Background: an optimization exercise with open tools, aiming at small area and a short achievable clock period. Do not read the settings as production practice. Power figures rest on the tool's default switching activity, not on a simulated workload.

## rev 12
==> module project3Top, before the edit <==
module project3Top(CLOCK_50, SW, KEY, LED, HEX0, HEX1, HEX2, HEX3, HEX4, HEX5);
	input        CLOCK_50;
	input  [9:0] SW;
	input  [2:0] KEY;
	output [9:0] LED;
	output [6:0] HEX0, HEX1, HEX2, HEX3, HEX4, HEX5;
	wire        reset;
	wire [3:0]  push_num;
	reg  [23:0] num;      
	reg         mode;     
	reg  [3:0]  ks;       
	reg  [11:0] y;        
	assign reset = KEY[1];
	SW2dec F1 (.switches(SW), .dec(push_num), .leds(LED));
	seven_seg_driver S0(num[3:0],HEX0);
	seven_seg_driver S1(num[7:4],HEX1);
	seven_seg_driver S2(num[11:8],HEX2);
	seven_seg_driver S3(num[15:12],HEX3);
	seven_seg_driver S4(num[19:16],HEX4);
	seven_seg_driver S5(num[23:20],HEX5);
	wire push = ks[3];
	wire sqrt = ks[1];
	wire [1:0] push_next = {ks[2] & KEY[2], ~ks[3] & ~KEY[2]};
	wire [1:0] sqrt_next = {ks[0] & KEY[0], ~ks[1] & ~KEY[0]};
	wire [15:0] diff;
	wire        b1, b3;
	newton F2 (.r(num[15:0]), .y(y), .d(diff), .b1(b1), .b3(b3));
	wire [3:0] ph = ks;
	wire sub   = ~ph[3] & ~ph[0] & (ph[2] | ph[1]);            
	wire ge    = ~ph[2] ? ~b1 : (~b3 | (ph[1] & num[16]));     
	wire take  = mode & sub & ge;
	wire rot   = ~ph[3] & ~(ph[2] & ph[1]);                    
	wire outd  = ph[3] & ~ph[2] & (ph[1] | ph[0]);             
	wire ysh   = (rot & ph[0]) | outd;                           
	wire done  = ph[3] & ph[2];                                
	wire shift = ~mode ? (push & ~sqrt & (num[23:20] == 4'd0)) : (~take & ~done);
	wire [3:0] qd, top_bcd;
	qdig Q (.u({y[11], y[10:8]}), .c(qd));
	conv C (.c(num[23:20]), .d(top_bcd));
	wire [3:0] ins = ~mode ? push_num : rot ? top_bcd : outd ? qd : 4'd0;
	always @(posedge CLOCK_50 or negedge reset) begin
		if (reset == 1'b0) begin
			mode <= 1'b0;
			ks   <= 4'd0;
			num  <= 24'h000000;
		end else begin
			if (~mode) begin
				if (sqrt) begin
					mode <= 1'b1;
					ks   <= 4'd0;
				end else
					ks <= {push_next, sqrt_next};
			end else if (~take & ~done)
				ks <= ks + 4'd1;
			if (shift)
				num <= {num[19:0], ins};
			else if (take) begin
				num[15:0] <= diff;
				num[16]   <= num[16] & ~b3;
			end
		end
	end
	always @(posedge CLOCK_50) begin
		if (~mode)
			y <= 12'd0;            
		else if (take) begin
			y[2:0] <= (y[2:0] == 3'd4) ? 3'd0 : y[2:0] + 3'd1;
			y[3]   <= y[3] | (y[2:0] == 3'd4);
		end else if (ysh)
			y <= {y[7], y[6:3], y[2:0], 1'b0, 3'd0};
	end
endmodule
export LEC_CHECK = 0
export ABC_CLOCK_PERIOD_IN_PS = 120000
export CAP_MARGIN = 20
export CORE_MARGIN = 2
export CORE_UTILIZATION = 40
export SETUP_SLACK_MARGIN = 5
export SLEW_MARGIN = 20
create_clock -name core_clock -period 120.0 [get_ports {CLOCK_50}]
standard.sh (not shown) runs the stock make flow with config.mk's settings and CLKGATE_MAP_FILE= SYNTH_SCRIPT=/design/flow/synth_recipe.tcl, a recipe that flattens the netlist after the stock synthesis.
==> flow/flow/run.sh <==
#!/bin/bash
# Own layout flow: the standard ORFS flow, with these changes:
#  - synthesis maps logic with ABC scripts of our own (flow/abc_pass.tcl):
#    delay-oriented for the SW -> LED cone, area-oriented for the rest,
#    and without the half/full-adder cell extraction;
#  - the port buffers are buf_1 cells;
#  - clock tree synthesis adds no dummy loads.
# Registers, floorplan, power grid, placement and routing are the standard flow's.
set -euo pipefail
W=$(pwd)
F=$W/flow

# ORFS's synth.tcl, with its abc call replaced by flow/abc_pass.tcl
sed 's#^\( *\)log_cmd abc {\*}$abc_args#\1set ::own_flow_dir '"$F"'\n\1source '"$F"'/abc_pass.tcl#' \
  "$FLOW_HOME/scripts/synth.tcl" > "$W/own_synth.tcl"
grep -q "abc_pass.tcl" "$W/own_synth.tcl"
sed 's#source \$::env(SCRIPTS_DIR)/synth.tcl#source '"$W"'/own_synth.tcl#' "$W/synth_recipe.tcl" > "$W/own_synth_recipe.tcl"
grep -q own_synth.tcl "$W/own_synth_recipe.tcl"

bash "$W/standard.sh" ADDER_MAP_FILE= SYNTH_SCRIPT="$W/own_synth_recipe.tcl" \
  "BUFFER_PORTS_ARGS=-buffer_cell sky130_fd_sc_hd__buf_1" \
  "CTS_ARGS=-sink_clustering_enable -repair_clock_nets -dont_use_dummy_load" finish > "$W/orfs_flow.log" 2>&1
==> flow/flow/abc.script <==
strash
&get -n
&deepsyn -J 1000
&put
dch -f
amap
topo
==> flow/flow/abc_fast.script <==
strash
dch -f
map {D}
topo
buffer -p
upsize {D}
dnsize {D}
==> flow/flow/abc_pass.tcl <==
# Replaces ORFS's single abc call (sourced from own_synth.tcl).
# The LED outputs' cone (combinational from SW, the paths that set the
# achieved period) gets a delay-oriented mapping; the rest an area one.
set fast_args [lreplace $abc_args 1 1 $::own_flow_dir/abc_fast.script]
set i [lsearch -exact $fast_args -D]
if {$i >= 0} { set fast_args [lreplace $fast_args $i [expr {$i+1}]] }
lappend fast_args -D 100
log_cmd abc {*}$fast_args w:LED %ci*
set abc_args [lreplace $abc_args 1 1 $::own_flow_dir/abc.script]
log_cmd abc {*}$abc_args
Rev 12: no failed stages, no open violations at the end
[inputs] rev 13 vs rev 12
diff --git a/flow/design.v b/flow/design.v
--- a/flow/design.v
+++ b/flow/design.v
@@ -102,15 +102,15 @@
 	wire [15:0] diff;
 	wire        b1, b3;
 	newton F2 (.r(num[15:0]), .y(y), .d(diff), .b1(b1), .b3(b3));
 	wire [3:0] ph = ks;
-	wire sub   = ~ph[3] & ~ph[0] & (ph[2] | ph[1]);            
-	wire ge    = ~ph[2] ? ~b1 : (~b3 | (ph[1] & num[16]));     
+	wire sub   = (ph == 4'd2) | (ph == 4'd4) | (ph == 4'd6);
+	wire ge    = (ph == 4'd2) ? ~b1 : (~b3 | ((ph == 4'd6) & num[16]));
 	wire take  = mode & sub & ge;
-	wire rot   = ~ph[3] & ~(ph[2] & ph[1]);                    
-	wire outd  = ph[3] & ~ph[2] & (ph[1] | ph[0]);             
-	wire ysh   = (rot & ph[0]) | outd;                           
-	wire done  = ph[3] & ph[2];                                
+	wire rot   = (ph <= 4'd5);
+	wire outd  = (ph >= 4'd9) & (ph <= 4'd11);
+	wire ysh   = ~mode | (ph == 4'd1) | (ph == 4'd3) | (ph == 4'd5) | (ph == 4'd9) | (ph == 4'd10);
+	wire done  = (ph == 4'd12);
 	wire shift = ~mode ? (push & ~sqrt & (num[23:20] == 4'd0)) : (~take & ~done);
 	wire [3:0] qd, top_bcd;
 	qdig Q (.u({y[11], y[10:8]}), .c(qd));
 	conv C (.c(num[23:20]), .d(top_bcd));
@@ -137,11 +137,9 @@
 			end
 		end
 	end
 	always @(posedge CLOCK_50) begin
-		if (~mode)
-			y <= 12'd0;            
-		else if (take) begin
+		if (take) begin
 			y[2:0] <= (y[2:0] == 3'd4) ? 3'd0 : y[2:0] + 3'd1;
 			y[3]   <= y[3] | (y[2:0] == 3'd4);
 		end else if (ysh)
 			y <= {y[7], y[6:3], y[2:0], 1'b0, 3'd0};
==> summary.txt <==
STATUS final critical-path required period: rev 13 loses against rev 12
NOTE: synthesis-to-layout area growth in rev 13 exceeds that of rev 12
Rev 13: power spent charging and discharging nets 40% above rev 12
Going from rev 12 to rev 13, first-pass GRT wire length went down; detailed route wirelength on metal3 has decreased; initial cell density of the core held steady; synthesized cell count lower.
Rev 13 has inverter count below what rev 12 had.
Re logic gate share of total power: rev 13 and rev 12 aren't equal, and the higher value belongs to rev 13.
Post-route clock period utilization: rev 13 vs rev 12, no meaningful difference
First-iteration DRC count: rev 13 better than rev 12
Against rev 12, rev 13 reports a routed via count divided by cell count that is lower.
Looking at area after synthesis across rev 13 and rev 12, the one that comes out higher is rev 13.
For the internal power component, rev 13 came in 0.000013 W higher than rev 12 did.
No functional check of the RTL was part of any run of this note.

[re-timing with driven ports]
No port has a modelled driver above. Below, the same layouts with a new extraction and two added sets of constraints. Step 1, drivers: a clkbuf_16 drives CLOCK_50 and a buf_2 each remaining input, both assumed. Step 2 times the ports against the registers' clock, not the clock port: input delays grow and output delays shrink by t, the midpoint of the rising clock arrivals with the driver on. Three values: ideal, step 1, step 2; two values: the first two.
run	t, ns	setup slack, ns	worst data-port slew with drivers (ns)
rev 12	0.320	70.945 / 70.920 / 70.920	0.04
rev 13	0.309	70.940 / 70.921 / 70.921	0.03
After both steps setup and hold are still met in every run listed. The setup slack of rev 12, which loses most, moves by -0.025 ns with the drivers and by -0.025 ns with both steps.
